From an optimization exercise on the open Yosys and OpenROAD flow, aimed at small area and a short achievable clock period; shortcuts taken in it are not production practice.
Function was checked by simulation only, so behaviour that the tests miss may differ from the original.
Power is estimated from default activity; no workload was simulated.

== run 1 ==
Design ecliptic_top, start of the top module:
module ecliptic_top
  (
   input wire          clk,
   input wire          nrst,
   input wire [31:0]   src1,
   input wire [31:0]   src2,
   input wire          bop_req,
   input wire [1:0]    bop_op,
   output logic [31:0] bop_res,
   output logic        bop_ack,
   input wire          cls_req,
   output logic [9:0]  cls_res,
   output logic        cls_ack,
   input wire          cmp_req,
   input wire [2:0]    cmp_op,
   output logic [31:0] cmp_res,
   output logic        cmp_invalid,
   output logic        cmp_ack,
   input wire          cvtw_req,
   input wire [1:0]    cvtw_rm,
   input wire          cvtw_unsigned,
   output logic [31:0] cvtw_res,
   output logic        cvtw_invalid,
   output logic        cvtw_inexact,
   output logic        cvtw_ack,
   input wire          cvts_req,
   input wire [1:0]    cvts_rm,
   input wire          cvts_unsigned,
   output logic [31:0] cvts_res,
  ...
For scale: ~1900 cells after synthesis, about 140 flip-flops, roughly 230 I/O pins.
export LEC_CHECK = 0
export ABC_AREA = 1
export CAP_MARGIN = 20
export CORE_MARGIN = 2
export CORE_UTILIZATION = 40
export CTS_BUF_LIST = sky130_fd_sc_hd__clkbuf_8
export GPL_TIMING_DRIVEN = 0
export SETUP_SLACK_MARGIN = 3.6
export SLEW_MARGIN = 20
export SYNTH_HIERARCHICAL = 1
create_clock -name core_clock -period 7.5 [get_ports {clk}]
standard.sh (not shown) runs the stock make flow with config.mk's settings and CLKGATE_MAP_FILE= SYNTH_SCRIPT=/design/flow/synth_recipe.tcl, a recipe that flattens the netlist after the stock synthesis.
==> flow/flow/run.sh <==
#!/bin/bash
# Standard ORFS layout, with plain buf_1 cells as the port buffers
# instead of the default clkdlybuf4s50_1 delay cells.
set -euo pipefail
export BUFFER_PORTS_ARGS="-buffer_cell sky130_fd_sc_hd__buf_1"
bash standard.sh > standard.log 2>&1
diff inputs: run 1 => run 2
Settings: GPL_ROUTABILITY_DRIVEN: unset -> 0; TNS_END_PERCENT: unset -> 20; PLACE_DENSITY: unset -> 0.8.
## What came out
Utilization delta for run 2 relative to run 1: 0.66 points lower. Compared with run 1, run 2 ends up with a smaller final cell area. The final reports for run 2 and run 1 show total detailed-routing wirelength lower in the former. Run 1 -> run 2: wire length of the first global-routing pass decreased by a few percent. Run 2 vs run 1: area growth from synthesis to final layout down. [compare] base=run 1 new=run 2: met3 track utilization from global routing level, combinational group share of total power moved down.

* * *

== job 2016 ==
ecliptic_top again, from the RTL that the note above started with.
clock: 7.5 ns
lec_check: 0
abc_area: 1
cap_margin: 20
core_margin: 2
core_utilization: 50
cts_buf_list: sky130_fd_sc_hd__clkbuf_8
gpl_routability_driven: 0
gpl_timing_driven: 0
setup_slack_margin: 3.6
slew_margin: 20
synth_hierarchical: 1
tns_end_percent: 20
Scripts as last shown in full above: flow/flow/run.sh
Job 2016: full flow OK, the timing, DRC and antenna checks passed
For job 1558, these inputs were changed with respect to job 2016:
--- a/flow/config.mk
+++ b/flow/config.mk
@@ -9,5 +9,5 @@
 export CAP_MARGIN = 20
 export CORE_MARGIN = 2
-export CORE_UTILIZATION = 50
+export CORE_UTILIZATION = 40
 export CTS_BUF_LIST = sky130_fd_sc_hd__clkbuf_8
 export GPL_ROUTABILITY_DRIVEN = 0
@@ -16,3 +16,2 @@
 export SLEW_MARGIN = 20
 export SYNTH_HIERARCHICAL = 1
-export TNS_END_PERCENT = 20
## What came out
[compare] base=job 2016 new=job 1558: post-route total power went up by 1.6%; measured slew at the worst slew-check pin saw a decrease; setup TNS roughly the same. Going from job 2016 to job 1558, maximum clock frequency grows by 1.9%. Job 2016 -> job 1558: clock buffer count flat. Job 1558 ends up with a instance count after placement with tap cells included that is about 4% higher than in job 2016. Min number of placement rows across job 2016 and job 1558: job 2016. On count of plain and timing-repair buffers in the layout, the higher figure sits with job 1558, not job 2016. met3 routing resource usage after global routing was lower in the run labelled job 1558.
Here is what was changed in the inputs of job 1046 compared with job 1558.
==> flow/flow/run.sh <==
#!/bin/bash
# Standard ORFS layout, with plain buf_1 cells as the port buffers
# instead of the default clkdlybuf4s50_1 delay cells, and the buffers
# that synthesis (ABC) inserted removed at floorplan.
set -euo pipefail
export BUFFER_PORTS_ARGS="-buffer_cell sky130_fd_sc_hd__buf_1"
export REMOVE_ABC_BUFFERS=1
bash standard.sh > standard.log 2>&1
==> comparison <==
Compared with job 1558, in job 1046 global-route usage lower; met3 layer wire length in the routed design climbed 480 um; via total after detailed routing now sits higher; instance count of the mapped netlist closely matched the old numbers.
| share of total power in combinational logic | lower: job 1558 |
The non-clock buffer count in job 1046 is 0.909 times that in job 1558.
Compared with job 1558, detailed-routed wire length on met2 in job 1046 increased slightly.
Against job 1558, count of cell instances traversed by the critical path in job 1046 rose by a few percent.
Minimum clock period after layout ended up 0.083 ns higher on job 1046 than on job 1558.
Input-level comparison between job 8240 and job 1046:
==> flow/flow/run.sh <==
#!/bin/bash
# Standard ORFS layout, with plain buf_1 cells as the port buffers
# instead of the default clkdlybuf4s50_1 delay cells.
set -euo pipefail
export BUFFER_PORTS_ARGS="-buffer_cell sky130_fd_sc_hd__buf_1"
bash standard.sh > standard.log 2>&1
--- a/flow/config.mk
+++ b/flow/config.mk
@@ -13,5 +13,5 @@
 export GPL_ROUTABILITY_DRIVEN = 0
 export GPL_TIMING_DRIVEN = 0
-export SETUP_SLACK_MARGIN = 3.6
+export SETUP_SLACK_MARGIN = 3.45
 export SLEW_MARGIN = 20
 export SYNTH_HIERARCHICAL = 1
[summary]
From job 1046 to job 8240 the numbers moved as follows: hold slack went up 0.027 ns; met1 capacity usage during global routing went up 0.51 points; DRC violation count after routing held.

afterwards: timing with drivers on the ports:
In the flow no input, the clock included, has a driving cell. The finished layouts below were timed again as built, in two steps.
Step 1 (the two cells are an assumption about what drives the block):
set clk [get_ports {clk}]
set_driving_cell -lib_cell sky130_fd_sc_hd__clkbuf_16 $clk
set_driving_cell -lib_cell sky130_fd_sc_hd__buf_2 [delete_from_list [all_inputs] $clk]
Step 2 times the ports against the registers' clock, not the clock port: input delays grow and output delays shrink by t, the midpoint of the rising clock arrivals with the driver on.
Three values: ideal ports, drivers, drivers and shift; two values: the first two.
| run | shift t [ns] | slack for setup (ns) | worst data-port slew with drivers (ns) |
|---|---|---|---|
| run 1 | 0.530 | 3.682 / 3.667 / 3.163 | 0.07 |
| run 2 | 0.530 | 3.640 / 3.615 / 3.085 | 0.10 |
| job 2016 | 0.499 | 3.638 / 3.659 / 3.159 | 0.06 |
| job 1558 | 0.516 | 3.709 / 3.711 / 3.195 | 0.08 |
| job 1046 | 0.522 | 3.626 / 3.599 / 3.076 | 0.08 |
| job 8240 | 0.513 | 3.549 / 3.571 / 3.058 | 0.08 |
After both steps every run listed still meets setup and hold. The setup slack of run 2, which loses most, moves by -0.025 ns with the drivers and by -0.555 ns with both steps.
